Source: an optimization exercise on an open RTL-to-GDS flow (aim: small area and a short achievable clock period). Production flows keep margins and buffers that such runs may drop.
No functional check of the RTL was part of any run shown here.
Power and IR drop assume default switching activity.

==> flow/design.v (outline; a module is shown in full before it is edited, if it fits) <==
// module dsp_27x27u: 3083 lines
// module mul_fa: 10 lines
// module mul_g0001: 8 lines
// module mul_g0010: 8 lines
// module mul_g0100: 8 lines
// module mul_g1000: 8 lines
// module mul_g1100: 8 lines
// module mul_g1110: 8 lines
// module mul_p001: 7 lines
// module mul_p010: 7 lines
// module mul_p100: 7 lines
// module mul_p110: 7 lines
// module mul_x3: 8 lines
// module mul_mj: 8 lines
module dsp_27x27u #(
    parameter LATENCY = 2,
    parameter AX_WIDTH = 27,
    parameter AY_WIDTH = 27,
    parameter RESULT_A_WIDTH = 54
) (
    input   clock,
    input   resetn,
    input   ivalid,
    input   iready,
    output  ovalid,
    output  oready,
    input [AX_WIDTH-1:0] ax,
    input [AY_WIDTH-1:0] ay,
    output [RESULT_A_WIDTH-1:0] resulta
);
  // ...
==> flow/run.sh <==
#!/bin/bash
# synth_recipe.tcl (not shown) runs the flow's synth.tcl, then flattens the netlist and writes it again
# the make line also repeats each setting of config.mk as NAME=value (left out here)
make -C /OpenROAD-flow-scripts/flow DESIGN_CONFIG=/design/flow/config.mk WORK_HOME=/design/flow/orfs CLKGATE_MAP_FILE= SYNTH_SCRIPT=/design/flow/synth_recipe.tcl finish
==> flow/config.mk <==
export PLATFORM = sky130hd
export DESIGN_NAME = dsp_27x27u
export DESIGN_NICKNAME = dsp_27x27u
export VERILOG_FILES = /design/flow/design.v
export SDC_FILE = /design/flow/constraint.sdc
export NUM_CORES = 4
export LEC_CHECK = 0
export CAP_MARGIN = 20
export CORE_MARGIN = 2
export CORE_UTILIZATION = 45
export SETUP_SLACK_MARGIN = 4.7
export SLEW_MARGIN = 20
export SYNTH_HIERARCHICAL = 1
export SYNTH_MINIMUM_KEEP_SIZE = 0
==> flow/constraint.sdc <==
create_clock -name core_clock -period 8.5 [get_ports {clock}]
set_input_delay 1.7000 -clock core_clock [delete_from_list [all_inputs] [get_ports {clock}]]
set_output_delay 1.7000 -clock core_clock [all_outputs]
set_load 0.01 [all_outputs]
==> impl_metrics.toml, run 1 <==
[power_and_ir_drop]
cellLeakagePower_nw = 11.2
finalPower_mw = 12.8
power_density_nw_per_um2 = 459
p_comb_mw = 9.97

[critical_path]
crit_type = "flip-flop to primary output"
worst-r2r-cell-count = 9
crit_slowest_cell = "dfxtp_4"

[layout]
areaGrowthSynthToFinish_pct = 18.8
num-fill-cells = 4561
largest_register_ffs = 29
area_dominant_class = "multi-input combinational cells"
clockNetworkAreaShare = 0.0239
multi_input_area_share = 0.703

[cts]
cts.sink_count = 196
cts_tree = "yes"

[sta]
slew_headroom = 0.539
worstMarginPinSlew_ns = 0.691

[floorplanning]
fp.dieW_um = 232

[synth]
synthAdderAreaFrac = 0.227

[route]
wl_met2_um = 33900
drc = 0
wl_met3_um = 9680

[outcome]
status = "complete, no violations"

[min_path]
holdPathStages = 2

[global_routing]
grtUsageMet1 = 0.402
==> run 2: changes to the inputs <==
--- a/flow/design.v
+++ b/flow/design.v
@@ -2056,428 +2056,540 @@
     assign x3_d[27] = ax[26] ^ ~pg442;
     assign x3_d[28] = ~pg443;
     assign s444 = negr[1] ^ pp4;
     assign c445 = negr[1] & pp4;
     assign s446 = pp5 ^ pp31;
     assign c447 = pp5 & pp31;
     assign s448 = pp6 ^ pp32;
     assign c449 = pp6 & pp32;
-    mul_fa u_s450 (.a(negr[2]), .b(pp7), .c(pp33), .s(s450), .co(c451));
+    mul_x3 ux_s450 (.a(negr[2]), .b(pp7), .c(pp33), .s(s450));
+    mul_mj um_s450 (.a(negr[2]), .b(pp7), .c(pp33), .co(c451));
     assign s452 = pp59 ^ c449;
     assign c453 = pp59 & c449;
-    mul_fa u_s454 (.a(pp8), .b(pp34), .c(pp60), .s(s454), .co(c455));
-    assign s456 = c451 ^ c453;
-    assign c457 = c451 & c453;
-    mul_fa u_s458 (.a(pp9), .b(pp35), .c(pp61), .s(s458), .co(c459));
+    mul_x3 ux_s454 (.a(pp8), .b(pp34), .c(pp60), .s(s454));
+    mul_mj um_s454 (.a(pp8), .b(pp34), .c(pp60), .co(c455));
+    assign s456 = c451 ^ s454;
+    assign c457 = c451 & s454;
+    mul_x3 ux_s458 (.a(pp9), .b(pp35), .c(pp61), .s(s458));
+    mul_mj um_s458 (.a(pp9), .b(pp35), .c(pp61), .co(c459));
     assign s460 = c455 ^ s458;
     assign c461 = c455 & s458;
-    mul_fa u_s462 (.a(negr[3]), .b(pp10), .c(pp36), .s(s462), .co(c463));
-    mul_fa u_s464 (.a(pp62), .b(pp88), .c(c459), .s(s464), .co(c465));
-    assign s466 = s462 ^ c461;
-    assign c467 = s462 & c461;
-    mul_fa u_s468 (.a(pp11), .b(pp37), .c(pp63), .s(s468), .co(c469));
+    mul_x3 ux_s462 (.a(negr[3]), .b(pp10), .c(pp36), .s(s462));
+    mul_mj um_s462 (.a(negr[3]), .b(pp10), .c(pp36), .co(c463));
+    mul_x3 ux_s464 (.a(pp62), .b(pp88), .c(c459), .s(s464));
+    mul_mj um_s464 (.a(pp62), .b(pp88), .c(c459), .co(c465));
+    assign s466 = s462 ^ s464;
+    assign c467 = s462 & s464;
+    mul_x3 ux_s468 (.a(pp11), .b(pp37), .c(pp63), .s(s468));
+    mul_mj um_s468 (.a(pp11), .b(pp37), .c(pp63), .co(c469));
     mul_x3 ux_s470 (.a(pp89), .b(c463), .c(s468), .s(s470));
     mul_mj um_s470 (.a(pp89), .b(c463), .c(s468), .co(c471));
-    assign s472 = s470 ^ c465;
-    assign c473 = s470 & c465;
-    mul_fa u_s474 (.a(pp12), .b(pp38), .c(pp64), .s(s474), .co(c475));
+    assign s472 = c465 ^ s470;
+    assign c473 = c465 & s470;
+    mul_x3 ux_s474 (.a(pp12), .b(pp38), .c(pp64), .s(s474));
+    mul_mj um_s474 (.a(pp12), .b(pp38), .c(pp64), .co(c475));
     mul_x3 ux_s476 (.a(pp90), .b(c469), .c(s474), .s(s476));
     mul_mj um_s476 (.a(pp90), .b(c469), .c(s474), .co(c477));
     assign s478 = s476 ^ c471;
     assign c479 = s476 & c471;
-    mul_fa u_s480 (.a(negr[4]), .b(pp13), .c(pp39), .s(s480), .co(c481));
-    mul_fa u_s482 (.a(pp65), .b(pp91), .c(pp117), .s(s482), .co(c483));
+    mul_x3 ux_s480 (.a(negr[4]), .b(pp13), .c(pp39), .s(s480));
+    mul_mj um_s480 (.a(negr[4]), .b(pp13), .c(pp39), .co(c481));
+    mul_x3 ux_s482 (.a(pp65), .b(pp91), .c(pp117), .s(s482));
+    mul_mj um_s482 (.a(pp65), .b(pp91), .c(pp117), .co(c483));
     mul_x3 ux_s484 (.a(c475), .b(s480), .c(s482), .s(s484));
     mul_mj um_s484 (.a(c475), .b(s480), .c(s482), .co(c485));
     assign s486 = s484 ^ c477;
     assign c487 = s484 & c477;
-    mul_fa u_s488 (.a(pp14), .b(pp40), .c(pp66), .s(s488), .co(c489));
-    mul_fa u_s490 (.a(pp92), .b(pp118), .c(c481), .s(s490), .co(c491));
+    mul_x3 ux_s488 (.a(pp14), .b(pp40), .c(pp66), .s(s488));
+    mul_mj um_s488 (.a(pp14), .b(pp40), .c(pp66), .co(c489));
+    mul_x3 ux_s490 (.a(pp92), .b(pp118), .c(c481), .s(s490));
+    mul_mj um_s490 (.a(pp92), .b(pp118), .c(c481), .co(c491));
     mul_x3 ux_s492 (.a(c483), .b(s488), .c(s490), .s(s492));
     mul_mj um_s492 (.a(c483), .b(s488), .c(s490), .co(c493));
     assign s494 = c485 ^ s492;
     assign c495 = c485 & s492;
-    mul_fa u_s496 (.a(pp15), .b(pp41), .c(pp67), .s(s496), .co(c497));
-    mul_fa u_s498 (.a(pp93), .b(pp119), .c(c489), .s(s498), .co(c499));
-    mul_x3 ux_s500 (.a(s496), .b(c491), .c(s498), .s(s500));
-    mul_mj um_s500 (.a(s496), .b(c491), .c(s498), .co(c501));
-    assign s502 = s500 ^ c493;
-    assign c503 = s500 & c493;
-    mul_fa u_s504 (.a(negr[5]), .b(pp16), .c(pp42), .s(s504), .co(c505));
-    mul_fa u_s506 (.a(pp68), .b(pp94), .c(pp120), .s(s506), .co(c507));
-    mul_fa u_s508 (.a(pp146), .b(c497), .c(s504), .s(s508), .co(c509));
+    mul_x3 ux_s496 (.a(pp15), .b(pp41), .c(pp67), .s(s496));
+    mul_mj um_s496 (.a(pp15), .b(pp41), .c(pp67), .co(c497));
+    mul_x3 ux_s498 (.a(pp93), .b(pp119), .c(c489), .s(s498));
+    mul_mj um_s498 (.a(pp93), .b(pp119), .c(c489), .co(c499));
+    mul_x3 ux_s500 (.a(s496), .b(s498), .c(c491), .s(s500));
+    mul_mj um_s500 (.a(s496), .b(s498), .c(c491), .co(c501));
+    assign s502 = c493 ^ s500;
+    assign c503 = c493 & s500;
+    mul_x3 ux_s504 (.a(negr[5]), .b(pp16), .c(pp42), .s(s504));
+    mul_mj um_s504 (.a(negr[5]), .b(pp16), .c(pp42), .co(c505));
+    mul_x3 ux_s506 (.a(pp68), .b(pp94), .c(pp120), .s(s506));
+    mul_mj um_s506 (.a(pp68), .b(pp94), .c(pp120), .co(c507));
+    mul_x3 ux_s508 (.a(pp146), .b(c497), .c(s504), .s(s508));
+    mul_mj um_s508 (.a(pp146), .b(c497), .c(s504), .co(c509));
     mul_x3 ux_s510 (.a(s506), .b(c499), .c(s508), .s(s510));
     mul_mj um_s510 (.a(s506), .b(c499), .c(s508), .co(c511));
-    assign s512 = s510 ^ c501;
-    assign c513 = s510 & c501;
-    mul_fa u_s514 (.a(pp17), .b(pp43), .c(pp69), .s(s514), .co(c515));
-    mul_fa u_s516 (.a(pp95), .b(pp121), .c(pp147), .s(s516), .co(c517));
+    assign s512 = c501 ^ s510;
+    assign c513 = c501 & s510;
+    mul_x3 ux_s514 (.a(pp17), .b(pp43), .c(pp69), .s(s514));
+    mul_mj um_s514 (.a(pp17), .b(pp43), .c(pp69), .co(c515));
+    mul_x3 ux_s516 (.a(pp95), .b(pp121), .c(pp147), .s(s516));
+    mul_mj um_s516 (.a(pp95), .b(pp121), .c(pp147), .co(c517));
     mul_x3 ux_s518 (.a(c505), .b(c507), .c(s514), .s(s518));
     mul_mj um_s518 (.a(c505), .b(c507), .c(s514), .co(c519));
-    mul_x3 ux_s520 (.a(s516), .b(s518), .c(c509), .s(s520));
-    mul_mj um_s520 (.a(s516), .b(s518), .c(c509), .co(c521));
-    assign s522 = s520 ^ c511;
-    assign c523 = s520 & c511;
-    mul_fa u_s524 (.a(pp18), .b(pp44), .c(pp70), .s(s524), .co(c525));
-    mul_fa u_s526 (.a(pp96), .b(pp122), .c(pp148), .s(s526), .co(c527));
+    mul_x3 ux_s520 (.a(s516), .b(c509), .c(s518), .s(s520));
+    mul_mj um_s520 (.a(s516), .b(c509), .c(s518), .co(c521));
+    assign s522 = c511 ^ s520;
+    assign c523 = c511 & s520;
+    mul_x3 ux_s524 (.a(pp18), .b(pp44), .c(pp70), .s(s524));
+    mul_mj um_s524 (.a(pp18), .b(pp44), .c(pp70), .co(c525));
+    mul_x3 ux_s526 (.a(pp96), .b(pp122), .c(pp148), .s(s526));
+    mul_mj um_s526 (.a(pp96), .b(pp122), .c(pp148), .co(c527));
     mul_x3 ux_s528 (.a(c515), .b(c517), .c(s524), .s(s528));
     mul_mj um_s528 (.a(c515), .b(c517), .c(s524), .co(c529));
     mul_x3 ux_s530 (.a(s526), .b(s528), .c(c519), .s(s530));
     mul_mj um_s530 (.a(s526), .b(s528), .c(c519), .co(c531));
-    assign s532 = s530 ^ c521;
-    assign c533 = s530 & c521;
-    mul_fa u_s534 (.a(negr[6]), .b(pp19), .c(pp45), .s(s534), .co(c535));
-    mul_fa u_s536 (.a(pp71), .b(pp97), .c(pp123), .s(s536), .co(c537));
-    mul_fa u_s538 (.a(pp149), .b(pp175), .c(c525), .s(s538), .co(c539));
+    assign s532 = c521 ^ s530;
+    assign c533 = c521 & s530;
+    mul_x3 ux_s534 (.a(negr[6]), .b(pp19), .c(pp45), .s(s534));
+    mul_mj um_s534 (.a(negr[6]), .b(pp19), .c(pp45), .co(c535));
+    mul_x3 ux_s536 (.a(pp71), .b(pp97), .c(pp123), .s(s536));
+    mul_mj um_s536 (.a(pp71), .b(pp97), .c(pp123), .co(c537));
+    mul_x3 ux_s538 (.a(pp149), .b(pp175), .c(c525), .s(s538));
+    mul_mj um_s538 (.a(pp149), .b(pp175), .c(c525), .co(c539));
     mul_x3 ux_s540 (.a(c527), .b(s534), .c(s536), .s(s540));
     mul_mj um_s540 (.a(c527), .b(s534), .c(s536), .co(c541));
-    mul_x3 ux_s542 (.a(s540), .b(s538), .c(c529), .s(s542));
-    mul_mj um_s542 (.a(s540), .b(s538), .c(c529), .co(c543));
+    mul_x3 ux_s542 (.a(s538), .b(s540), .c(c529), .s(s542));
+    mul_mj um_s542 (.a(s538), .b(s540), .c(c529), .co(c543));
     assign s544 = s542 ^ c531;
     assign c545 = s542 & c531;
-    mul_fa u_s546 (.a(pp20), .b(pp46), .c(pp72), .s(s546), .co(c547));
-    mul_fa u_s548 (.a(pp98), .b(pp124), .c(pp150), .s(s548), .co(c549));
-    mul_fa u_s550 (.a(pp176), .b(c535), .c(c537), .s(s550), .co(c551));
+    mul_x3 ux_s546 (.a(pp20), .b(pp46), .c(pp72), .s(s546));
+    mul_mj um_s546 (.a(pp20), .b(pp46), .c(pp72), .co(c547));
+    mul_x3 ux_s548 (.a(pp98), .b(pp124), .c(pp150), .s(s548));
+    mul_mj um_s548 (.a(pp98), .b(pp124), .c(pp150), .co(c549));
+    mul_x3 ux_s550 (.a(pp176), .b(c535), .c(c537), .s(s550));
+    mul_mj um_s550 (.a(pp176), .b(c535), .c(c537), .co(c551));
     mul_x3 ux_s552 (.a(s546), .b(s548), .c(c539), .s(s552));
     mul_mj um_s552 (.a(s546), .b(s548), .c(c539), .co(c553));
-    mul_x3 ux_s554 (.a(c541), .b(s550), .c(s552), .s(s554));
-    mul_mj um_s554 (.a(c541), .b(s550), .c(s552), .co(c555));
+    mul_x3 ux_s554 (.a(s550), .b(c541), .c(s552), .s(s554));
+    mul_mj um_s554 (.a(s550), .b(c541), .c(s552), .co(c555));
     assign s556 = c543 ^ s554;
     assign c557 = c543 & s554;
-    mul_fa u_s558 (.a(pp21), .b(pp47), .c(pp73), .s(s558), .co(c559));
-    mul_fa u_s560 (.a(pp99), .b(pp125), .c(pp151), .s(s560), .co(c561));
-    mul_fa u_s562 (.a(pp177), .b(c547), .c(c549), .s(s562), .co(c563));
+    mul_x3 ux_s558 (.a(pp21), .b(pp47), .c(pp73), .s(s558));
+    mul_mj um_s558 (.a(pp21), .b(pp47), .c(pp73), .co(c559));
+    mul_x3 ux_s560 (.a(pp99), .b(pp125), .c(pp151), .s(s560));
+    mul_mj um_s560 (.a(pp99), .b(pp125), .c(pp151), .co(c561));
+    mul_x3 ux_s562 (.a(pp177), .b(c547), .c(c549), .s(s562));
+    mul_mj um_s562 (.a(pp177), .b(c547), .c(c549), .co(c563));
     mul_x3 ux_s564 (.a(s558), .b(s560), .c(c551), .s(s564));
     mul_mj um_s564 (.a(s558), .b(s560), .c(c551), .co(c565));
     mul_x3 ux_s566 (.a(s562), .b(s564), .c(c553), .s(s566));
     mul_mj um_s566 (.a(s562), .b(s564), .c(c553), .co(c567));
     assign s568 = c555 ^ s566;
     assign c569 = c555 & s566;
-    mul_fa u_s570 (.a(negr[7]), .b(pp22), .c(pp48), .s(s570), .co(c571));
-    mul_fa u_s572 (.a(pp74), .b(pp100), .c(pp126), .s(s572), .co(c573));
-    mul_fa u_s574 (.a(pp152), .b(pp178), .c(pp204), .s(s574), .co(c575));
-    mul_fa u_s576 (.a(c559), .b(c561), .c(s570), .s(s576), .co(c577));
+    mul_x3 ux_s570 (.a(negr[7]), .b(pp22), .c(pp48), .s(s570));
+    mul_mj um_s570 (.a(negr[7]), .b(pp22), .c(pp48), .co(c571));
+    mul_x3 ux_s572 (.a(pp74), .b(pp100), .c(pp126), .s(s572));
+    mul_mj um_s572 (.a(pp74), .b(pp100), .c(pp126), .co(c573));
+    mul_x3 ux_s574 (.a(pp152), .b(pp178), .c(pp204), .s(s574));
+    mul_mj um_s574 (.a(pp152), .b(pp178), .c(pp204), .co(c575));
+    mul_x3 ux_s576 (.a(c559), .b(c561), .c(s570), .s(s576));
+    mul_mj um_s576 (.a(c559), .b(c561), .c(s570), .co(c577));
     mul_x3 ux_s578 (.a(s572), .b(s574), .c(c563), .s(s578));
     mul_mj um_s578 (.a(s572), .b(s574), .c(c563), .co(c579));
     mul_x3 ux_s580 (.a(s576), .b(s578), .c(c565), .s(s580));
     mul_mj um_s580 (.a(s576), .b(s578), .c(c565), .co(c581));
     assign s582 = s580 ^ c567;
     assign c583 = s580 & c567;
-    mul_fa u_s584 (.a(pp23), .b(pp49), .c(pp75), .s(s584), .co(c585));
-    mul_fa u_s586 (.a(pp101), .b(pp127), .c(pp153), .s(s586), .co(c587));
-    mul_fa u_s588 (.a(pp179), .b(pp205), .c(c571), .s(s588), .co(c589));
+    mul_x3 ux_s584 (.a(pp23), .b(pp49), .c(pp75), .s(s584));
+    mul_mj um_s584 (.a(pp23), .b(pp49), .c(pp75), .co(c585));
+    mul_x3 ux_s586 (.a(pp101), .b(pp127), .c(pp153), .s(s586));
+    mul_mj um_s586 (.a(pp101), .b(pp127), .c(pp153), .co(c587));
+    mul_x3 ux_s588 (.a(pp179), .b(pp205), .c(c571), .s(s588));
+    mul_mj um_s588 (.a(pp179), .b(pp205), .c(c571), .co(c589));
     mul_x3 ux_s590 (.a(c573), .b(c575), .c(s584), .s(s590));
     mul_mj um_s590 (.a(c573), .b(c575), .c(s584), .co(c591));
-    mul_x3 ux_s592 (.a(s586), .b(s590), .c(s588), .s(s592));
-    mul_mj um_s592 (.a(s586), .b(s590), .c(s588), .co(c593));
-    mul_x3 ux_s594 (.a(c577), .b(s592), .c(c579), .s(s594));
-    mul_mj um_s594 (.a(c577), .b(s592), .c(c579), .co(c595));
-    assign s596 = c581 ^ s594;
-    assign c597 = c581 & s594;
-    mul_fa u_s598 (.a(pp24), .b(pp50), .c(pp76), .s(s598), .co(c599));
-    mul_fa u_s600 (.a(pp102), .b(pp128), .c(pp154), .s(s600), .co(c601));
-    mul_fa u_s602 (.a(pp180), .b(pp206), .c(c585), .s(s602), .co(c603));
+    mul_x3 ux_s592 (.a(s586), .b(s588), .c(c577), .s(s592));
+    mul_mj um_s592 (.a(s586), .b(s588), .c(c577), .co(c593));
+    mul_x3 ux_s594 (.a(s590), .b(s592), .c(c579), .s(s594));
+    mul_mj um_s594 (.a(s590), .b(s592), .c(c579), .co(c595));
+    assign s596 = s594 ^ c581;
+    assign c597 = s594 & c581;
+    mul_x3 ux_s598 (.a(pp24), .b(pp50), .c(pp76), .s(s598));
+    mul_mj um_s598 (.a(pp24), .b(pp50), .c(pp76), .co(c599));
+    mul_x3 ux_s600 (.a(pp102), .b(pp128), .c(pp154), .s(s600));
+    mul_mj um_s600 (.a(pp102), .b(pp128), .c(pp154), .co(c601));
+    mul_x3 ux_s602 (.a(pp180), .b(pp206), .c(c585), .s(s602));
+    mul_mj um_s602 (.a(pp180), .b(pp206), .c(c585), .co(c603));
     mul_x3 ux_s604 (.a(c587), .b(s598), .c(s600), .s(s604));
     mul_mj um_s604 (.a(c587), .b(s598), .c(s600), .co(c605));
-    mul_x3 ux_s606 (.a(c589), .b(s602), .c(c591), .s(s606));
-    mul_mj um_s606 (.a(c589), .b(s602), .c(c591), .co(c607));
+    mul_x3 ux_s606 (.a(s602), .b(c589), .c(c591), .s(s606));
+    mul_mj um_s606 (.a(s602), .b(c589), .c(c591), .co(c607));
     mul_x3 ux_s608 (.a(s604), .b(c593), .c(s606), .s(s608));
     mul_mj um_s608 (.a(s604), .b(c593), .c(s606), .co(c609));
     assign s610 = c595 ^ s608;
     assign c611 = c595 & s608;
-    mul_fa u_s612 (.a(negr[8]), .b(pp25), .c(pp51), .s(s612), .co(c613));
-    mul_fa u_s614 (.a(pp77), .b(pp103), .c(pp129), .s(s614), .co(c615));
-    mul_fa u_s616 (.a(pp155), .b(pp181), .c(pp207), .s(s616), .co(c617));
-    mul_fa u_s618 (.a(pp233), .b(c599), .c(c601), .s(s618), .co(c619));
+    mul_x3 ux_s612 (.a(negr[8]), .b(pp25), .c(pp51), .s(s612));
+    mul_mj um_s612 (.a(negr[8]), .b(pp25), .c(pp51), .co(c613));
+    mul_x3 ux_s614 (.a(pp77), .b(pp103), .c(pp129), .s(s614));
+    mul_mj um_s614 (.a(pp77), .b(pp103), .c(pp129), .co(c615));
+    mul_x3 ux_s616 (.a(pp155), .b(pp181), .c(pp207), .s(s616));
+    mul_mj um_s616 (.a(pp155), .b(pp181), .c(pp207), .co(c617));
+    mul_x3 ux_s618 (.a(pp233), .b(c599), .c(c601), .s(s618));
+    mul_mj um_s618 (.a(pp233), .b(c599), .c(c601), .co(c619));
     mul_x3 ux_s620 (.a(s612), .b(s614), .c(s616), .s(s620));
     mul_mj um_s620 (.a(s612), .b(s614), .c(s616), .co(c621));
-    mul_x3 ux_s622 (.a(c603), .b(c605), .c(s620), .s(s622));
-    mul_mj um_s622 (.a(c603), .b(c605), .c(s620), .co(c623));
-    mul_x3 ux_s624 (.a(s618), .b(c607), .c(s622), .s(s624));
-    mul_mj um_s624 (.a(s618), .b(c607), .c(s622), .co(c625));
+    mul_x3 ux_s622 (.a(c603), .b(s618), .c(c605), .s(s622));
+    mul_mj um_s622 (.a(c603), .b(s618), .c(c605), .co(c623));
+    mul_x3 ux_s624 (.a(s620), .b(s622), .c(c607), .s(s624));
+    mul_mj um_s624 (.a(s620), .b(s622), .c(c607), .co(c625));
     assign s626 = c609 ^ s624;
     assign c627 = c609 & s624;
-    mul_fa u_s628 (.a(pp26), .b(pp52), .c(pp78), .s(s628), .co(c629));
-    mul_fa u_s630 (.a(pp104), .b(pp130), .c(pp156), .s(s630), .co(c631));
-    mul_fa u_s632 (.a(pp182), .b(pp208), .c(pp234), .s(s632), .co(c633));
-    mul_fa u_s634 (.a(c613), .b(c615), .c(c617), .s(s634), .co(c635));
+    mul_x3 ux_s628 (.a(pp26), .b(pp52), .c(pp78), .s(s628));
+    mul_mj um_s628 (.a(pp26), .b(pp52), .c(pp78), .co(c629));
+    mul_x3 ux_s630 (.a(pp104), .b(pp130), .c(pp156), .s(s630));
+    mul_mj um_s630 (.a(pp104), .b(pp130), .c(pp156), .co(c631));
+    mul_x3 ux_s632 (.a(pp182), .b(pp208), .c(pp234), .s(s632));
+    mul_mj um_s632 (.a(pp182), .b(pp208), .c(pp234), .co(c633));
+    mul_x3 ux_s634 (.a(c613), .b(c615), .c(c617), .s(s634));
+    mul_mj um_s634 (.a(c613), .b(c615), .c(c617), .co(c635));
     mul_x3 ux_s636 (.a(s628), .b(s630), .c(s632), .s(s636));
     mul_mj um_s636 (.a(s628), .b(s630), .c(s632), .co(c637));
-    mul_x3 ux_s638 (.a(c619), .b(c621), .c(s636), .s(s638));
-    mul_mj um_s638 (.a(c619), .b(c621), .c(s636), .co(c639));
-    mul_x3 ux_s640 (.a(s634), .b(c623), .c(s638), .s(s640));
-    mul_mj um_s640 (.a(s634), .b(c623), .c(s638), .co(c641));
-    assign s642 = c625 ^ s640;
-    assign c643 = c625 & s640;
-    mul_fa u_s644 (.a(pp27), .b(pp53), .c(pp79), .s(s644), .co(c645));
-    mul_fa u_s646 (.a(pp105), .b(pp131), .c(pp157), .s(s646), .co(c647));
-    mul_fa u_s648 (.a(pp183), .b(pp209), .c(pp235), .s(s648), .co(c649));
-    mul_fa u_s650 (.a(c629), .b(c631), .c(c633), .s(s650), .co(c651));
+    mul_x3 ux_s638 (.a(c619), .b(s634), .c(c621), .s(s638));
+    mul_mj um_s638 (.a(c619), .b(s634), .c(c621), .co(c639));
+    mul_x3 ux_s640 (.a(s636), .b(s638), .c(c623), .s(s640));
+    mul_mj um_s640 (.a(s636), .b(s638), .c(c623), .co(c641));
+    assign s642 = s640 ^ c625;
+    assign c643 = s640 & c625;
+    mul_x3 ux_s644 (.a(pp27), .b(pp53), .c(pp79), .s(s644));
+    mul_mj um_s644 (.a(pp27), .b(pp53), .c(pp79), .co(c645));
+    mul_x3 ux_s646 (.a(pp105), .b(pp131), .c(pp157), .s(s646));
+    mul_mj um_s646 (.a(pp105), .b(pp131), .c(pp157), .co(c647));
+    mul_x3 ux_s648 (.a(pp183), .b(pp209), .c(pp235), .s(s648));
+    mul_mj um_s648 (.a(pp183), .b(pp209), .c(pp235), .co(c649));
+    mul_x3 ux_s650 (.a(c629), .b(c631), .c(c633), .s(s650));
+    mul_mj um_s650 (.a(c629), .b(c631), .c(c633), .co(c651));
     mul_x3 ux_s652 (.a(s644), .b(s646), .c(s648), .s(s652));
     mul_mj um_s652 (.a(s644), .b(s646), .c(s648), .co(c653));
-    mul_x3 ux_s654 (.a(c635), .b(c637), .c(s652), .s(s654));
-    mul_mj um_s654 (.a(c635), .b(c637), .c(s652), .co(c655));
-    mul_x3 ux_s656 (.a(s650), .b(s654), .c(c639), .s(s656));
-    mul_mj um_s656 (.a(s650), .b(s654), .c(c639), .co(c657));
-    assign s658 = c641 ^ s656;
-    assign c659 = c641 & s656;
-    mul_fa u_s660 (.a(pp262), .b(pp28), .c(pp54), .s(s660), .co(c661));
-    mul_fa u_s662 (.a(pp80), .b(pp106), .c(pp132), .s(s662), .co(c663));
-    mul_fa u_s664 (.a(pp158), .b(pp184), .c(pp210), .s(s664), .co(c665));
-    mul_fa u_s666 (.a(pp236), .b(c645), .c(c647), .s(s666), .co(c667));
+    mul_x3 ux_s654 (.a(c635), .b(s650), .c(c637), .s(s654));
+    mul_mj um_s654 (.a(c635), .b(s650), .c(c637), .co(c655));
+    mul_x3 ux_s656 (.a(s652), .b(s654), .c(c639), .s(s656));
+    mul_mj um_s656 (.a(s652), .b(s654), .c(c639), .co(c657));
+    assign s658 = s656 ^ c641;
+    assign c659 = s656 & c641;
+    mul_x3 ux_s660 (.a(pp262), .b(pp28), .c(pp54), .s(s660));
+    mul_mj um_s660 (.a(pp262), .b(pp28), .c(pp54), .co(c661));
+    mul_x3 ux_s662 (.a(pp80), .b(pp106), .c(pp132), .s(s662));
+    mul_mj um_s662 (.a(pp80), .b(pp106), .c(pp132), .co(c663));
+    mul_x3 ux_s664 (.a(pp158), .b(pp184), .c(pp210), .s(s664));
+    mul_mj um_s664 (.a(pp158), .b(pp184), .c(pp210), .co(c665));
+    mul_x3 ux_s666 (.a(pp236), .b(c645), .c(c647), .s(s666));
+    mul_mj um_s666 (.a(pp236), .b(c645), .c(c647), .co(c667));
     mul_x3 ux_s668 (.a(c649), .b(s660), .c(s662), .s(s668));
     mul_mj um_s668 (.a(c649), .b(s660), .c(s662), .co(c669));
-    mul_x3 ux_s670 (.a(s664), .b(c651), .c(s668), .s(s670));
-    mul_mj um_s670 (.a(s664), .b(c651), .c(s668), .co(c671));
-    mul_x3 ux_s672 (.a(c653), .b(s666), .c(s670), .s(s672));
-    mul_mj um_s672 (.a(c653), .b(s666), .c(s670), .co(c673));
+    mul_x3 ux_s670 (.a(s664), .b(c651), .c(s666), .s(s670));
+    mul_mj um_s670 (.a(s664), .b(c651), .c(s666), .co(c671));
+    mul_x3 ux_s672 (.a(s668), .b(c653), .c(s670), .s(s672));
+    mul_mj um_s672 (.a(s668), .b(c653), .c(s670), .co(c673));
     mul_x3 ux_s674 (.a(c655), .b(s672), .c(c657), .s(s674));
     mul_mj um_s674 (.a(c655), .b(s672), .c(c657), .co(c675));
-    mul_fa u_s676 (.a(pp263), .b(pp29), .c(pp55), .s(s676), .co(c677));
-    mul_fa u_s678 (.a(pp81), .b(pp107), .c(pp133), .s(s678), .co(c679));
-    mul_fa u_s680 (.a(pp159), .b(pp185), .c(pp211), .s(s680), .co(c681));
-    mul_fa u_s682 (.a(pp237), .b(c661), .c(c663), .s(s682), .co(c683));
+    mul_x3 ux_s676 (.a(pp263), .b(pp29), .c(pp55), .s(s676));
+    mul_mj um_s676 (.a(pp263), .b(pp29), .c(pp55), .co(c677));
+    mul_x3 ux_s678 (.a(pp81), .b(pp107), .c(pp133), .s(s678));
+    mul_mj um_s678 (.a(pp81), .b(pp107), .c(pp133), .co(c679));
+    mul_x3 ux_s680 (.a(pp159), .b(pp185), .c(pp211), .s(s680));
+    mul_mj um_s680 (.a(pp159), .b(pp185), .c(pp211), .co(c681));
+    mul_x3 ux_s682 (.a(pp237), .b(c661), .c(c663), .s(s682));
+    mul_mj um_s682 (.a(pp237), .b(c661), .c(c663), .co(c683));
     mul_x3 ux_s684 (.a(c665), .b(s676), .c(s678), .s(s684));
     mul_mj um_s684 (.a(c665), .b(s676), .c(s678), .co(c685));
-    mul_x3 ux_s686 (.a(s680), .b(c667), .c(s684), .s(s686));
-    mul_mj um_s686 (.a(s680), .b(c667), .c(s684), .co(c687));
-    mul_x3 ux_s688 (.a(c669), .b(s682), .c(s686), .s(s688));
-    mul_mj um_s688 (.a(c669), .b(s682), .c(s686), .co(c689));
-    mul_x3 ux_s690 (.a(c671), .b(s688), .c(c673), .s(s690));
-    mul_mj um_s690 (.a(c671), .b(s688), .c(c673), .co(c691));
+    mul_x3 ux_s686 (.a(s680), .b(c667), .c(s682), .s(s686));
+    mul_mj um_s686 (.a(s680), .b(c667), .c(s682), .co(c687));
+    mul_x3 ux_s688 (.a(s684), .b(c669), .c(c671), .s(s688));
+    mul_mj um_s688 (.a(s684), .b(c669), .c(c671), .co(c689));
+    mul_x3 ux_s690 (.a(s686), .b(s688), .c(c673), .s(s690));
+    mul_mj um_s690 (.a(s686), .b(s688), .c(c673), .co(c691));
     assign s692 = ~(pp264 ^ ~negr[0]);
     assign c693 = pp264 | ~negr[0];
-    mul_fa u_s694 (.a(pp56), .b(pp82), .c(pp108), .s(s694), .co(c695));
-    mul_fa u_s696 (.a(pp134), .b(pp160), .c(pp186), .s(s696), .co(c697));
-    mul_fa u_s698 (.a(pp212), .b(pp238), .c(s692), .s(s698), .co(c699));
-    mul_fa u_s700 (.a(c677), .b(c679), .c(c681), .s(s700), .co(c701));
+    mul_x3 ux_s694 (.a(pp56), .b(pp82), .c(pp108), .s(s694));
+    mul_mj um_s694 (.a(pp56), .b(pp82), .c(pp108), .co(c695));
+    mul_x3 ux_s696 (.a(pp134), .b(pp160), .c(pp186), .s(s696));
+    mul_mj um_s696 (.a(pp134), .b(pp160), .c(pp186), .co(c697));
+    mul_x3 ux_s698 (.a(pp212), .b(pp238), .c(s692), .s(s698));
+    mul_mj um_s698 (.a(pp212), .b(pp238), .c(s692), .co(c699));
+    mul_x3 ux_s700 (.a(c677), .b(c679), .c(c681), .s(s700));
+    mul_mj um_s700 (.a(c677), .b(c679), .c(c681), .co(c701));
     mul_x3 ux_s702 (.a(s694), .b(s696), .c(s698), .s(s702));
     mul_mj um_s702 (.a(s694), .b(s696), .c(s698), .co(c703));
-    mul_x3 ux_s704 (.a(c683), .b(c685), .c(s702), .s(s704));
-    mul_mj um_s704 (.a(c683), .b(c685), .c(s702), .co(c705));
-    mul_x3 ux_s706 (.a(s700), .b(c687), .c(s704), .s(s706));
-    mul_mj um_s706 (.a(s700), .b(c687), .c(s704), .co(c707));
+    mul_x3 ux_s704 (.a(c683), .b(s700), .c(c685), .s(s704));
+    mul_mj um_s704 (.a(c683), .b(s700), .c(c685), .co(c705));
+    mul_x3 ux_s706 (.a(s702), .b(c687), .c(s704), .s(s706));
+    mul_mj um_s706 (.a(s702), .b(c687), .c(s704), .co(c707));
     assign s708 = c689 ^ s706;
     assign c709 = c689 & s706;
     assign s710 = ~(pp265 ^ pp57);
     assign c711 = pp265 | pp57;
-    mul_fa u_s712 (.a(pp83), .b(pp109), .c(pp135), .s(s712), .co(c713));
-    mul_fa u_s714 (.a(pp161), .b(pp187), .c(pp213), .s(s714), .co(c715));
-    mul_fa u_s716 (.a(pp239), .b(c693), .c(s710), .s(s716), .co(c717));
-    mul_fa u_s718 (.a(c695), .b(c697), .c(c699), .s(s718), .co(c719));
+    mul_x3 ux_s712 (.a(pp83), .b(pp109), .c(pp135), .s(s712));
+    mul_mj um_s712 (.a(pp83), .b(pp109), .c(pp135), .co(c713));
+    mul_x3 ux_s714 (.a(pp161), .b(pp187), .c(pp213), .s(s714));
+    mul_mj um_s714 (.a(pp161), .b(pp187), .c(pp213), .co(c715));
+    mul_x3 ux_s716 (.a(pp239), .b(c693), .c(s710), .s(s716));
+    mul_mj um_s716 (.a(pp239), .b(c693), .c(s710), .co(c717));
+    mul_x3 ux_s718 (.a(c695), .b(c697), .c(c699), .s(s718));
+    mul_mj um_s718 (.a(c695), .b(c697), .c(c699), .co(c719));
     mul_x3 ux_s720 (.a(s712), .b(s714), .c(s716), .s(s720));
     mul_mj um_s720 (.a(s712), .b(s714), .c(s716), .co(c721));
-    mul_x3 ux_s722 (.a(c701), .b(c703), .c(s720), .s(s722));
-    mul_mj um_s722 (.a(c701), .b(c703), .c(s720), .co(c723));
-    mul_x3 ux_s724 (.a(s718), .b(s722), .c(c705), .s(s724));
-    mul_mj um_s724 (.a(s718), .b(s722), .c(c705), .co(c725));
+    mul_x3 ux_s722 (.a(c701), .b(s718), .c(c703), .s(s722));
+    mul_mj um_s722 (.a(c701), .b(s718), .c(c703), .co(c723));
+    mul_x3 ux_s724 (.a(s720), .b(s722), .c(c705), .s(s724));
+    mul_mj um_s724 (.a(s720), .b(s722), .c(c705), .co(c725));
     assign s726 = c707 ^ s724;
     assign c727 = c707 & s724;
     assign s728 = ~(pp266 ^ pp58);
     assign c729 = pp266 | pp58;
-    mul_fa u_s730 (.a(pp84), .b(pp110), .c(pp136), .s(s730), .co(c731));
-    mul_fa u_s732 (.a(pp162), .b(pp188), .c(pp214), .s(s732), .co(c733));
-    mul_fa u_s734 (.a(pp240), .b(c711), .c(s728), .s(s734), .co(c735));
+    mul_x3 ux_s730 (.a(pp84), .b(pp110), .c(pp136), .s(s730));
+    mul_mj um_s730 (.a(pp84), .b(pp110), .c(pp136), .co(c731));
+    mul_x3 ux_s732 (.a(pp162), .b(pp188), .c(pp214), .s(s732));
+    mul_mj um_s732 (.a(pp162), .b(pp188), .c(pp214), .co(c733));
+    mul_x3 ux_s734 (.a(pp240), .b(c711), .c(s728), .s(s734));
+    mul_mj um_s734 (.a(pp240), .b(c711), .c(s728), .co(c735));
     mul_x3 ux_s736 (.a(c713), .b(c715), .c(s730), .s(s736));
     mul_mj um_s736 (.a(c713), .b(c715), .c(s730), .co(c737));
     mul_x3 ux_s738 (.a(s732), .b(c717), .c(s734), .s(s738));
     mul_mj um_s738 (.a(s732), .b(c717), .c(s734), .co(c739));
-    mul_x3 ux_s740 (.a(s736), .b(c719), .c(s738), .s(s740));
-    mul_mj um_s740 (.a(s736), .b(c719), .c(s738), .co(c741));
-    mul_x3 ux_s742 (.a(c721), .b(s740), .c(c723), .s(s742));
-    mul_mj um_s742 (.a(c721), .b(s740), .c(c723), .co(c743));
+    mul_x3 ux_s740 (.a(c719), .b(s736), .c(c721), .s(s740));
+    mul_mj um_s740 (.a(c719), .b(s736), .c(c721), .co(c741));
+    mul_x3 ux_s742 (.a(s738), .b(s740), .c(c723), .s(s742));
+    mul_mj um_s742 (.a(s738), .b(s740), .c(c723), .co(c743));
     assign s744 = s742 ^ c725;
     assign c745 = s742 & c725;
-    mul_fa u_s746 (.a(pp267), .b(~negr[1]), .c(pp85), .s(s746), .co(c747));
-    mul_fa u_s748 (.a(pp111), .b(pp137), .c(pp163), .s(s748), .co(c749));
-    mul_fa u_s750 (.a(pp189), .b(pp215), .c(pp241), .s(s750), .co(c751));
-    mul_fa u_s752 (.a(c729), .b(c731), .c(c733), .s(s752), .co(c753));
-    mul_x3 ux_s754 (.a(s746), .b(s748), .c(s750), .s(s754));
-    mul_mj um_s754 (.a(s746), .b(s748), .c(s750), .co(c755));
-    mul_x3 ux_s756 (.a(c735), .b(c737), .c(s754), .s(s756));
-    mul_mj um_s756 (.a(c735), .b(c737), .c(s754), .co(c757));
-    mul_x3 ux_s758 (.a(s752), .b(c739), .c(s756), .s(s758));
-    mul_mj um_s758 (.a(s752), .b(c739), .c(s756), .co(c759));
+    mul_x3 ux_s746 (.a(pp267), .b(~negr[1]), .c(pp85), .s(s746));
+    mul_mj um_s746 (.a(pp267), .b(~negr[1]), .c(pp85), .co(c747));
+    mul_x3 ux_s748 (.a(pp111), .b(pp137), .c(pp163), .s(s748));
+    mul_mj um_s748 (.a(pp111), .b(pp137), .c(pp163), .co(c749));
+    mul_x3 ux_s750 (.a(pp189), .b(pp215), .c(pp241), .s(s750));
+    mul_mj um_s750 (.a(pp189), .b(pp215), .c(pp241), .co(c751));
+    mul_x3 ux_s752 (.a(c729), .b(s746), .c(c731), .s(s752));
+    mul_mj um_s752 (.a(c729), .b(s746), .c(c731), .co(c753));
+    mul_x3 ux_s754 (.a(c733), .b(s748), .c(s750), .s(s754));
+    mul_mj um_s754 (.a(c733), .b(s748), .c(s750), .co(c755));
+    mul_x3 ux_s756 (.a(c735), .b(s752), .c(c737), .s(s756));
+    mul_mj um_s756 (.a(c735), .b(s752), .c(c737), .co(c757));
+    mul_x3 ux_s758 (.a(s754), .b(c739), .c(s756), .s(s758));
+    mul_mj um_s758 (.a(s754), .b(c739), .c(s756), .co(c759));
     mul_x3 ux_s760 (.a(c741), .b(s758), .c(c743), .s(s760));
     mul_mj um_s760 (.a(c741), .b(s758), .c(c743), .co(c761));
     assign s762 = ~(pp268 ^ pp86);
     assign c763 = pp268 | pp86;
-    mul_fa u_s764 (.a(pp112), .b(pp138), .c(pp164), .s(s764), .co(c765));
-    mul_fa u_s766 (.a(pp190), .b(pp216), .c(pp242), .s(s766), .co(c767));
-    mul_fa u_s768 (.a(s762), .b(c747), .c(c749), .s(s768), .co(c769));
+    mul_x3 ux_s764 (.a(pp112), .b(pp138), .c(pp164), .s(s764));
+    mul_mj um_s764 (.a(pp112), .b(pp138), .c(pp164), .co(c765));
+    mul_x3 ux_s766 (.a(pp190), .b(pp216), .c(pp242), .s(s766));
+    mul_mj um_s766 (.a(pp190), .b(pp216), .c(pp242), .co(c767));
+    mul_x3 ux_s768 (.a(s762), .b(c747), .c(c749), .s(s768));
+    mul_mj um_s768 (.a(s762), .b(c747), .c(c749), .co(c769));
     mul_x3 ux_s770 (.a(c751), .b(s764), .c(s766), .s(s770));
     mul_mj um_s770 (.a(c751), .b(s764), .c(s766), .co(c771));
     mul_x3 ux_s772 (.a(c753), .b(s768), .c(c755), .s(s772));
     mul_mj um_s772 (.a(c753), .b(s768), .c(c755), .co(c773));
     mul_x3 ux_s774 (.a(s770), .b(s772), .c(c757), .s(s774));
     mul_mj um_s774 (.a(s770), .b(s772), .c(c757), .co(c775));
-    assign s776 = s774 ^ c759;
-    assign c777 = s774 & c759;
+    assign s776 = c759 ^ s774;
+    assign c777 = c759 & s774;
     assign s778 = ~(pp269 ^ pp87);
     assign c779 = pp269 | pp87;
-    mul_fa u_s780 (.a(pp113), .b(pp139), .c(pp165), .s(s780), .co(c781));
-    mul_fa u_s782 (.a(pp191), .b(pp217), .c(pp243), .s(s782), .co(c783));
-    mul_fa u_s784 (.a(c763), .b(s778), .c(c765), .s(s784), .co(c785));
+    mul_x3 ux_s780 (.a(pp113), .b(pp139), .c(pp165), .s(s780));
+    mul_mj um_s780 (.a(pp113), .b(pp139), .c(pp165), .co(c781));
+    mul_x3 ux_s782 (.a(pp191), .b(pp217), .c(pp243), .s(s782));
+    mul_mj um_s782 (.a(pp191), .b(pp217), .c(pp243), .co(c783));
+    mul_x3 ux_s784 (.a(c763), .b(s778), .c(c765), .s(s784));
+    mul_mj um_s784 (.a(c763), .b(s778), .c(c765), .co(c785));
     mul_x3 ux_s786 (.a(c767), .b(s780), .c(s782), .s(s786));
     mul_mj um_s786 (.a(c767), .b(s780), .c(s782), .co(c787));
-    mul_x3 ux_s788 (.a(c769), .b(s784), .c(c771), .s(s788));
-    mul_mj um_s788 (.a(c769), .b(s784), .c(c771), .co(c789));
+    mul_x3 ux_s788 (.a(s784), .b(c769), .c(c771), .s(s788));
+    mul_mj um_s788 (.a(s784), .b(c769), .c(c771), .co(c789));
     mul_x3 ux_s790 (.a(s786), .b(s788), .c(c773), .s(s790));
     mul_mj um_s790 (.a(s786), .b(s788), .c(c773), .co(c791));
     assign s792 = s790 ^ c775;
     assign c793 = s790 & c775;
-    mul_fa u_s794 (.a(pp270), .b(~negr[2]), .c(pp114), .s(s794), .co(c795));
-    mul_fa u_s796 (.a(pp140), .b(pp166), .c(pp192), .s(s796), .co(c797));
-    mul_fa u_s798 (.a(pp218), .b(pp244), .c(c779), .s(s798), .co(c799));
-    mul_fa u_s800 (.a(c781), .b(c783), .c(s794), .s(s800), .co(c801));
+    mul_x3 ux_s794 (.a(pp270), .b(~negr[2]), .c(pp114), .s(s794));
+    mul_mj um_s794 (.a(pp270), .b(~negr[2]), .c(pp114), .co(c795));
+    mul_x3 ux_s796 (.a(pp140), .b(pp166), .c(pp192), .s(s796));
+    mul_mj um_s796 (.a(pp140), .b(pp166), .c(pp192), .co(c797));
+    mul_x3 ux_s798 (.a(pp218), .b(pp244), .c(c779), .s(s798));
+    mul_mj um_s798 (.a(pp218), .b(pp244), .c(c779), .co(c799));
+    mul_x3 ux_s800 (.a(s794), .b(c781), .c(c783), .s(s800));
+    mul_mj um_s800 (.a(s794), .b(c781), .c(c783), .co(c801));
     mul_x3 ux_s802 (.a(s796), .b(s798), .c(c785), .s(s802));
     mul_mj um_s802 (.a(s796), .b(s798), .c(c785), .co(c803));
-    mul_x3 ux_s804 (.a(c787), .b(s800), .c(s802), .s(s804));
-    mul_mj um_s804 (.a(c787), .b(s800), .c(s802), .co(c805));
+    mul_x3 ux_s804 (.a(s800), .b(c787), .c(s802), .s(s804));
+    mul_mj um_s804 (.a(s800), .b(c787), .c(s802), .co(c805));
     mul_x3 ux_s806 (.a(c789), .b(s804), .c(c791), .s(s806));
     mul_mj um_s806 (.a(c789), .b(s804), .c(c791), .co(c807));
     assign s808 = ~(pp271 ^ pp115);
     assign c809 = pp271 | pp115;
-    mul_fa u_s810 (.a(pp141), .b(pp167), .c(pp193), .s(s810), .co(c811));
-    mul_fa u_s812 (.a(pp219), .b(pp245), .c(s808), .s(s812), .co(c813));
+    mul_x3 ux_s810 (.a(pp141), .b(pp167), .c(pp193), .s(s810));
+    mul_mj um_s810 (.a(pp141), .b(pp167), .c(pp193), .co(c811));
+    mul_x3 ux_s812 (.a(pp219), .b(pp245), .c(s808), .s(s812));
+    mul_mj um_s812 (.a(pp219), .b(pp245), .c(s808), .co(c813));
     mul_x3 ux_s814 (.a(c795), .b(c797), .c(s810), .s(s814));
     mul_mj um_s814 (.a(c795), .b(c797), .c(s810), .co(c815));
-    mul_x3 ux_s816 (.a(c799), .b(s812), .c(s814), .s(s816));
-    mul_mj um_s816 (.a(c799), .b(s812), .c(s814), .co(c817));
-    mul_x3 ux_s818 (.a(c801), .b(s816), .c(c803), .s(s818));
-    mul_mj um_s818 (.a(c801), .b(s816), .c(c803), .co(c819));
+    mul_x3 ux_s816 (.a(s812), .b(c799), .c(c801), .s(s816));
+    mul_mj um_s816 (.a(s812), .b(c799), .c(c801), .co(c817));
+    mul_x3 ux_s818 (.a(s814), .b(s816), .c(c803), .s(s818));
+    mul_mj um_s818 (.a(s814), .b(s816), .c(c803), .co(c819));
     assign s820 = c805 ^ s818;
     assign c821 = c805 & s818;
     assign s822 = ~(pp272 ^ pp116);
     assign c823 = pp272 | pp116;
-    mul_fa u_s824 (.a(pp142), .b(pp168), .c(pp194), .s(s824), .co(c825));
-    mul_fa u_s826 (.a(pp220), .b(pp246), .c(c809), .s(s826), .co(c827));
+    mul_x3 ux_s824 (.a(pp142), .b(pp168), .c(pp194), .s(s824));
+    mul_mj um_s824 (.a(pp142), .b(pp168), .c(pp194), .co(c825));
+    mul_x3 ux_s826 (.a(pp220), .b(pp246), .c(c809), .s(s826));
+    mul_mj um_s826 (.a(pp220), .b(pp246), .c(c809), .co(c827));
     mul_x3 ux_s828 (.a(s822), .b(c811), .c(s824), .s(s828));
     mul_mj um_s828 (.a(s822), .b(c811), .c(s824), .co(c829));
-    mul_x3 ux_s830 (.a(c813), .b(s826), .c(s828), .s(s830));
-    mul_mj um_s830 (.a(c813), .b(s826), .c(s828), .co(c831));
+    mul_x3 ux_s830 (.a(s826), .b(c813), .c(s828), .s(s830));
+    mul_mj um_s830 (.a(s826), .b(c813), .c(s828), .co(c831));
     mul_x3 ux_s832 (.a(c815), .b(s830), .c(c817), .s(s832));
     mul_mj um_s832 (.a(c815), .b(s830), .c(c817), .co(c833));
     assign s834 = s832 ^ c819;
     assign c835 = s832 & c819;
-    mul_fa u_s836 (.a(pp273), .b(~negr[3]), .c(pp143), .s(s836), .co(c837));
-    mul_fa u_s838 (.a(pp169), .b(pp195), .c(pp221), .s(s838), .co(c839));
-    mul_fa u_s840 (.a(pp247), .b(c823), .c(c825), .s(s840), .co(c841));
-    mul_x3 ux_s842 (.a(s836), .b(s838), .c(c827), .s(s842));
-    mul_mj um_s842 (.a(s836), .b(s838), .c(c827), .co(c843));
+    mul_x3 ux_s836 (.a(pp273), .b(~negr[3]), .c(pp143), .s(s836));
+    mul_mj um_s836 (.a(pp273), .b(~negr[3]), .c(pp143), .co(c837));
+    mul_x3 ux_s838 (.a(pp169), .b(pp195), .c(pp221), .s(s838));
+    mul_mj um_s838 (.a(pp169), .b(pp195), .c(pp221), .co(c839));
+    mul_x3 ux_s840 (.a(pp247), .b(c823), .c(s836), .s(s840));
+    mul_mj um_s840 (.a(pp247), .b(c823), .c(s836), .co(c841));
+    mul_x3 ux_s842 (.a(c825), .b(s838), .c(c827), .s(s842));
+    mul_mj um_s842 (.a(c825), .b(s838), .c(c827), .co(c843));
     mul_x3 ux_s844 (.a(s840), .b(c829), .c(s842), .s(s844));
     mul_mj um_s844 (.a(s840), .b(c829), .c(s842), .co(c845));
     mul_x3 ux_s846 (.a(c831), .b(s844), .c(c833), .s(s846));
     mul_mj um_s846 (.a(c831), .b(s844), .c(c833), .co(c847));
     assign s848 = ~(pp274 ^ pp144);
     assign c849 = pp274 | pp144;
-    mul_fa u_s850 (.a(pp170), .b(pp196), .c(pp222), .s(s850), .co(c851));
-    mul_fa u_s852 (.a(pp248), .b(s848), .c(c837), .s(s852), .co(c853));
-    mul_x3 ux_s854 (.a(c839), .b(s850), .c(c841), .s(s854));
-    mul_mj um_s854 (.a(c839), .b(s850), .c(c841), .co(c855));
-    mul_x3 ux_s856 (.a(s852), .b(c843), .c(s854), .s(s856));
-    mul_mj um_s856 (.a(s852), .b(c843), .c(s854), .co(c857));
+    mul_x3 ux_s850 (.a(pp170), .b(pp196), .c(pp222), .s(s850));
+    mul_mj um_s850 (.a(pp170), .b(pp196), .c(pp222), .co(c851));
+    mul_x3 ux_s852 (.a(pp248), .b(s848), .c(c837), .s(s852));
+    mul_mj um_s852 (.a(pp248), .b(s848), .c(c837), .co(c853));
+    mul_x3 ux_s854 (.a(c839), .b(s850), .c(s852), .s(s854));
+    mul_mj um_s854 (.a(c839), .b(s850), .c(s852), .co(c855));
+    mul_x3 ux_s856 (.a(c841), .b(s854), .c(c843), .s(s856));
+    mul_mj um_s856 (.a(c841), .b(s854), .c(c843), .co(c857));
     assign s858 = c845 ^ s856;
     assign c859 = c845 & s856;
     assign s860 = ~(pp275 ^ pp145);
     assign c861 = pp275 | pp145;
-    mul_fa u_s862 (.a(pp171), .b(pp197), .c(pp223), .s(s862), .co(c863));
-    mul_fa u_s864 (.a(pp249), .b(c849), .c(s860), .s(s864), .co(c865));
+    mul_x3 ux_s862 (.a(pp171), .b(pp197), .c(pp223), .s(s862));
+    mul_mj um_s862 (.a(pp171), .b(pp197), .c(pp223), .co(c863));
+    mul_x3 ux_s864 (.a(pp249), .b(c849), .c(s860), .s(s864));
+    mul_mj um_s864 (.a(pp249), .b(c849), .c(s860), .co(c865));
     mul_x3 ux_s866 (.a(c851), .b(s862), .c(s864), .s(s866));
     mul_mj um_s866 (.a(c851), .b(s862), .c(s864), .co(c867));
     mul_x3 ux_s868 (.a(c853), .b(s866), .c(c855), .s(s868));
     mul_mj um_s868 (.a(c853), .b(s866), .c(c855), .co(c869));
-    assign s870 = c857 ^ s868;
-    assign c871 = c857 & s868;
-    mul_fa u_s872 (.a(pp276), .b(~negr[4]), .c(pp172), .s(s872), .co(c873));
-    mul_fa u_s874 (.a(pp198), .b(pp224), .c(pp250), .s(s874), .co(c875));
-    mul_fa u_s876 (.a(c861), .b(c863), .c(s872), .s(s876), .co(c877));
+    assign s870 = s868 ^ c857;
+    assign c871 = s868 & c857;
+    mul_x3 ux_s872 (.a(pp276), .b(~negr[4]), .c(pp172), .s(s872));
+    mul_mj um_s872 (.a(pp276), .b(~negr[4]), .c(pp172), .co(c873));
+    mul_x3 ux_s874 (.a(pp198), .b(pp224), .c(pp250), .s(s874));
+    mul_mj um_s874 (.a(pp198), .b(pp224), .c(pp250), .co(c875));
+    mul_x3 ux_s876 (.a(c861), .b(s872), .c(c863), .s(s876));
+    mul_mj um_s876 (.a(c861), .b(s872), .c(c863), .co(c877));
     mul_x3 ux_s878 (.a(s874), .b(c865), .c(s876), .s(s878));
     mul_mj um_s878 (.a(s874), .b(c865), .c(s876), .co(c879));
     mul_x3 ux_s880 (.a(c867), .b(s878), .c(c869), .s(s880));
     mul_mj um_s880 (.a(c867), .b(s878), .c(c869), .co(c881));
     assign s882 = ~(pp277 ^ pp173);
     assign c883 = pp277 | pp173;
-    mul_fa u_s884 (.a(pp199), .b(pp225), .c(pp251), .s(s884), .co(c885));
-    mul_fa u_s886 (.a(s882), .b(c873), .c(c875), .s(s886), .co(c887));
+    mul_x3 ux_s884 (.a(pp199), .b(pp225), .c(pp251), .s(s884));
+    mul_mj um_s884 (.a(pp199), .b(pp225), .c(pp251), .co(c885));
+    mul_x3 ux_s886 (.a(s882), .b(c873), .c(c875), .s(s886));
+    mul_mj um_s886 (.a(s882), .b(c873), .c(c875), .co(c887));
     mul_x3 ux_s888 (.a(s884), .b(c877), .c(s886), .s(s888));
     mul_mj um_s888 (.a(s884), .b(c877), .c(s886), .co(c889));
-    assign s890 = s888 ^ c879;
-    assign c891 = s888 & c879;
+    assign s890 = c879 ^ s888;
+    assign c891 = c879 & s888;
     assign s892 = ~(pp278 ^ pp174);
     assign c893 = pp278 | pp174;
-    mul_fa u_s894 (.a(pp200), .b(pp226), .c(pp252), .s(s894), .co(c895));
-    mul_fa u_s896 (.a(c883), .b(s892), .c(c885), .s(s896), .co(c897));
-    mul_x3 ux_s898 (.a(s894), .b(c887), .c(s896), .s(s898));
-    mul_mj um_s898 (.a(s894), .b(c887), .c(s896), .co(c899));
+    mul_x3 ux_s894 (.a(pp200), .b(pp226), .c(pp252), .s(s894));
+    mul_mj um_s894 (.a(pp200), .b(pp226), .c(pp252), .co(c895));
+    mul_x3 ux_s896 (.a(c883), .b(s892), .c(c885), .s(s896));
+    mul_mj um_s896 (.a(c883), .b(s892), .c(c885), .co(c897));
+    mul_x3 ux_s898 (.a(s894), .b(s896), .c(c887), .s(s898));
+    mul_mj um_s898 (.a(s894), .b(s896), .c(c887), .co(c899));
     assign s900 = s898 ^ c889;
     assign c901 = s898 & c889;
-    mul_fa u_s902 (.a(pp279), .b(~negr[5]), .c(pp201), .s(s902), .co(c903));
-    mul_fa u_s904 (.a(pp227), .b(pp253), .c(c893), .s(s904), .co(c905));
-    mul_x3 ux_s906 (.a(c895), .b(s902), .c(s904), .s(s906));
-    mul_mj um_s906 (.a(c895), .b(s902), .c(s904), .co(c907));
+    mul_x3 ux_s902 (.a(pp279), .b(~negr[5]), .c(pp201), .s(s902));
+    mul_mj um_s902 (.a(pp279), .b(~negr[5]), .c(pp201), .co(c903));
+    mul_x3 ux_s904 (.a(pp227), .b(pp253), .c(c893), .s(s904));
+    mul_mj um_s904 (.a(pp227), .b(pp253), .c(c893), .co(c905));
+    mul_x3 ux_s906 (.a(s902), .b(c895), .c(s904), .s(s906));
+    mul_mj um_s906 (.a(s902), .b(c895), .c(s904), .co(c907));
     mul_x3 ux_s908 (.a(c897), .b(s906), .c(c899), .s(s908));
     mul_mj um_s908 (.a(c897), .b(s906), .c(c899), .co(c909));
     assign s910 = ~(pp280 ^ pp202);
     assign c911 = pp280 | pp202;
-    mul_fa u_s912 (.a(pp228), .b(pp254), .c(s910), .s(s912), .co(c913));
-    mul_x3 ux_s914 (.a(c903), .b(c905), .c(s912), .s(s914));
-    mul_mj um_s914 (.a(c903), .b(c905), .c(s912), .co(c915));
-    assign s916 = s914 ^ c907;
-    assign c917 = s914 & c907;
+    mul_x3 ux_s912 (.a(pp228), .b(pp254), .c(s910), .s(s912));
+    mul_mj um_s912 (.a(pp228), .b(pp254), .c(s910), .co(c913));
+    mul_x3 ux_s914 (.a(c903), .b(s912), .c(c905), .s(s914));
+    mul_mj um_s914 (.a(c903), .b(s912), .c(c905), .co(c915));
+    assign s916 = c907 ^ s914;
+    assign c917 = c907 & s914;
     assign s918 = ~(pp281 ^ pp203);
     assign c919 = pp281 | pp203;
-    mul_fa u_s920 (.a(pp229), .b(pp255), .c(c911), .s(s920), .co(c921));
-    mul_x3 ux_s922 (.a(s918), .b(c913), .c(s920), .s(s922));
-    mul_mj um_s922 (.a(s918), .b(c913), .c(s920), .co(c923));
+    mul_x3 ux_s920 (.a(pp229), .b(pp255), .c(c911), .s(s920));
+    mul_mj um_s920 (.a(pp229), .b(pp255), .c(c911), .co(c921));
+    mul_x3 ux_s922 (.a(s918), .b(s920), .c(c913), .s(s922));
+    mul_mj um_s922 (.a(s918), .b(s920), .c(c913), .co(c923));
     assign s924 = s922 ^ c915;
     assign c925 = s922 & c915;
-    mul_fa u_s926 (.a(pp282), .b(~negr[6]), .c(pp230), .s(s926), .co(c927));
-    mul_fa u_s928 (.a(pp256), .b(c919), .c(s926), .s(s928), .co(c929));
+    mul_x3 ux_s926 (.a(pp282), .b(~negr[6]), .c(pp230), .s(s926));
+    mul_mj um_s926 (.a(pp282), .b(~negr[6]), .c(pp230), .co(c927));
+    mul_x3 ux_s928 (.a(pp256), .b(c919), .c(s926), .s(s928));
+    mul_mj um_s928 (.a(pp256), .b(c919), .c(s926), .co(c929));
     mul_x3 ux_s930 (.a(c921), .b(s928), .c(c923), .s(s930));
     mul_mj um_s930 (.a(c921), .b(s928), .c(c923), .co(c931));
     assign s932 = ~(pp283 ^ pp231);
     assign c933 = pp283 | pp231;
-    mul_fa u_s934 (.a(pp257), .b(s932), .c(c927), .s(s934), .co(c935));
-    assign s936 = c929 ^ s934;
-    assign c937 = c929 & s934;
+    mul_x3 ux_s934 (.a(pp257), .b(s932), .c(c927), .s(s934));
+    mul_mj um_s934 (.a(pp257), .b(s932), .c(c927), .co(c935));
+    assign s936 = s934 ^ c929;
+    assign c937 = s934 & c929;
     assign s938 = ~(pp284 ^ pp232);
     assign c939 = pp284 | pp232;
-    mul_fa u_s940 (.a(pp258), .b(c933), .c(s938), .s(s940), .co(c941));
+    mul_x3 ux_s940 (.a(pp258), .b(c933), .c(s938), .s(s940));
+    mul_mj um_s940 (.a(pp258), .b(c933), .c(s938), .co(c941));
     assign s942 = s940 ^ c935;
     assign c943 = s940 & c935;
-    mul_fa u_s944 (.a(pp285), .b(~negr[7]), .c(pp259), .s(s944), .co(c945));
+    mul_x3 ux_s944 (.a(pp285), .b(~negr[7]), .c(pp259), .s(s944));
+    mul_mj um_s944 (.a(pp285), .b(~negr[7]), .c(pp259), .co(c945));
     mul_x3 ux_s946 (.a(c939), .b(s944), .c(c941), .s(s946));
     mul_mj um_s946 (.a(c939), .b(s944), .c(c941), .co(c947));
     assign s948 = ~(pp286 ^ pp260);
     assign c949 = pp286 | pp260;
     assign s950 = s948 ^ c945;
     assign c951 = s948 & c945;
     assign s952 = ~(pp287 ^ pp261);
     assign c953 = pp287 | pp261;
     assign s954 = c949 ^ s952;
     assign c955 = c949 & s952;
-    mul_fa u_s956 (.a(pp288), .b(~negr[8]), .c(c953), .s(s956), .co(c957));
+    mul_x3 ux_s956 (.a(pp288), .b(~negr[8]), .c(c953), .s(s956));
+    mul_mj um_s956 (.a(pp288), .b(~negr[8]), .c(c953), .co(c957));
     assign lp958 = pp1 ^ negr[0];
     assign lg959 = pp1 & negr[0];
     assign lp960 = pp30 ^ s444;
     assign lg961 = pp30 & s444;
     assign lp962 = c445 ^ s446;
     assign lg963 = c445 & s446;
     assign lp964 = c447 ^ s448;
     assign lg965 = c447 & s448;
     assign lp966 = s450 ^ s452;
     assign lg967 = s450 & s452;
-    assign lp968 = s454 ^ s456;
-    assign lg969 = s454 & s456;
+    assign lp968 = c453 ^ s456;
+    assign lg969 = c453 & s456;
     assign lp970 = c457 ^ s460;
     assign lg971 = c457 & s460;
-    assign lp972 = s464 ^ s466;
-    assign lg973 = s464 & s466;
+    assign lp972 = c461 ^ s466;
+    assign lg973 = c461 & s466;
     assign lp974 = c467 ^ s472;
     assign lg975 = c467 & s472;
     assign lp976 = c473 ^ s478;
     assign lg977 = c473 & s478;
     assign pg978 = pp2 & lg959;
     assign pp979 = pp2 & lp958;
     assign pp980 = pp3 & pp2;
     assign pp981 = lp960 & pp3;
==> flow/config.mk (replaced) <==
export PLATFORM = sky130hd
export DESIGN_NAME = dsp_27x27u
export DESIGN_NICKNAME = dsp_27x27u
export VERILOG_FILES = /design/flow/design.v
export SDC_FILE = /design/flow/constraint.sdc
export NUM_CORES = 4
export LEC_CHECK = 0
export CAP_MARGIN = 20
export CORE_MARGIN = 2
export CORE_UTILIZATION = 45
export SETUP_SLACK_MARGIN = 4.8
export SLEW_MARGIN = 20
export SYNTH_HIERARCHICAL = 1
export SYNTH_MINIMUM_KEEP_SIZE = 0
==> impl_metrics.toml, run 2 <==
[outcome]
status = "complete, no violations"

[critical_path]
crit_arrival_ns = 2.21
crit_buf_inv = 2
crit_slowest_cell = "dfxtp_4"
crit_path_max_incr_delay_ns = 0.38
crit_type = "flip-flop to primary output"
crit_required_ns = 6.80

[power_and_ir_drop]
power_density_nw_per_um2 = 463
finalPower_mw = 13.7
peakVddDrop_v = 0.000429
cellLeakagePower_nw = 12.4

[layout]
areaGrowthSynthToFinish_pct = 17.9
largest_register_ffs = 29
top_register = "x3r"
finalInstanceArea_um2 = 29700

[min_path]
min_path_type = "flip-flop to flip-flop"

[synth]
synth_top_area_share = 0.188
async_flop_share = 0
synth_edf_count = 0
yosys_warnings = 8
synth_cells = 2517
synth_cell_types = 33
synth_top_cell_by_area = "xor3_1"

[route]
firstDrtPassIters = 9
wire_per_inst_um = 29.2
drc = 0
ant_nets = 0
avgViaCountPerCell = 6.63

[sta]
slew_headroom = 0.465
fin_tns_setup_ns = 0
min_period_ns = 3.91
clock_skew_ns = 0.0138
finalHoldViolations = 0
worstMarginPinSlew_ns = 0.802
max_freq_mhz = 256

[floorplanning]
rows = 86
pin_count = 114
dieArea_um2 = 57800
coreArea_um2 = 55200
fp.dieH_um = 240
fp.dieW_um = 240

[global_routing]
gr-total-overflow = 0
grt_pass1_vias = 21700
grt_usage = 0.327

[cts]
cts.sink_count = 196
cts_tree = "yes"
root_buffer = "clkbuf_16"

[run]
drv_cap = 0

[place]
place.gp.congestion = 0.938
run 2: cell types whose count changed after synthesis:
| cell | before | now |
|---|---|---|
| maj3_2 | 87 | 198 |
| clkbuf_1 | 130 | 157 |
| xor3_1 | 87 | 199 |
| fa_1 | 112 | 0 |
| buf_1 | 67 | 57 |
| buf_2 | 48 | 31 |
run 2: tightest hold or removal path: cells and delay by family, from the launching register on:
kind | cells | cell delay, ns
xor+xnor | 1 | 0.22
buf+inv | 1 | 0.32
flops | 1 | 0.31
run 2: stage by stage:
| stage | std cells | util | hold slack [ns] | worst slack, ns |
|---|---|---|---|---|
| detailed placement | 3188 | 0.483 | 0.892 | 3.92 |
| floorplan | 2518 | - | 0.631 | 4.93 |
| global route | 3309 | 0.537 | 0.951 | 4.50 |
| CTS | 3271 | 0.520 | 0.916 | 4.62 |
| finish | 3310 | 0.537 | 0.933 | 4.59 |
| global placement | 3188 | 0.483 | 0.889 | 3.97 |
run 2: cells by family after synthesis:
group,after synthesis,share of synthesized area
xor gates and xnor gates,539,0.307
and+or+nand+nor,266,0.0491
DFF,196,0.156
AOI/OAI and AO/OA,776,0.255
other,1,0.000149
buffers and inverters,364,0.0566
muxes,8,0.00358
adders and majority gates,367,0.173
run 2: routing by layer:
layer	track usage	routed length, µm
met1	0.400	37800
met2	0.503	42000
met3	0.107	10900
met4	0.186	5970
met5	0	57
run 2: layout make-up:
class,instances,area (µm²)
well taps,748,936
flip-flops and latches,196,4160
inverters,115,432
repair buffers,260,2380
fillers,4944,25500
diodes,1,2.50
multi-input cells,1958,21100
clock buffers,17,425
clock inverters,15,185
run 2: worst paths after layout:
path / slack [ns] / startpoint / end / cells past startpoint
setup reg to reg: 4.82 / x3r[4] / pr27 / 9
hold / removal: 0.93 / negr[0] / lowr[0] / 2
setup / recovery: 4.59 / pr17 / resulta[42] / 8
hold reg to reg: 0.93 / negr[0] / lowr[0] / 2
run 2: power by group:
part           switching, mW  internal (mW)  leakage (nW)
Clock                  0.421          0.397         0.289
Sequential             0.576           1.42          1.66
Combinational           5.16           5.77          10.4
run 2: Yosys stat by module (local to each module, per instance):
module / cells inside / cell area [µm²] / flops+latches / times used
mul_x3: 1 / 23.8 / 0 / 199
mul_p001: 1 / 3.75 / 0 / 114
mul_mj: 1 / 11.3 / 0 / 198
mul_p110: 1 / 3.75 / 0 / 77
mul_g0010: 2 / 11.3 / 0 / 20
mul_g0001: 1 / 8.76 / 0 / 146
mul_g0100: 2 / 11.3 / 0 / 1
mul_g1000: 1 / 10.0 / 0 / 1
mul_g1100: 2 / 12.5 / 0 / 24
mul_p010: 1 / 13.8 / 0 / 10
mul_p100: 1 / 13.8 / 0 / 3
mul_g1110: 1 / 5.00 / 0 / 88
dsp_27x27u: 1591 / 15000 / 196 / 1
run 2: what timing repair did:
item | in CTS | in global routing
hold buffers | 0 | 0
pin swaps | 104 | 73
endpoints found under the setup margin | 84 | 64
setup buffers | 51 | 37
gates cloned | 0 | 1
hold endpoints to repair | 0 | 0
resized for setup | 486 | 118

[port drivers added, routing unchanged]
No port has a modelled driver above. Below, the same layouts with a new extraction and two added sets of constraints.
Step 1 assumes that a clkbuf_16 drives the clock port and a buf_2 every other input.
Step 2 times the ports against the registers' clock, not the clock port: input delays grow and output delays shrink by t, the midpoint of the rising clock arrivals with the driver on.
a / b / c = ideal / step 1 / step 2; a / b = the first two.
| run | shift t [ns] | setup WS [ns] | worst setup path at the end | clock arrival spread, ns | worst slew at a driven data input, ns |
|---|---|---|---|---|---|
| run 1 | 0.520 | 4.641 / 4.585 / 4.334 | input to register | 0.018 / 0.017 | 0.05 |
| run 2 | 0.548 | 4.591 / 4.529 / 4.411 | input to register | 0.017 / 0.017 | 0.11 |
After both steps every run listed still meets setup and hold. For run 1, which loses most, drivers alone change the setup slack by -0.056 ns; drivers and shift together by -0.307 ns.
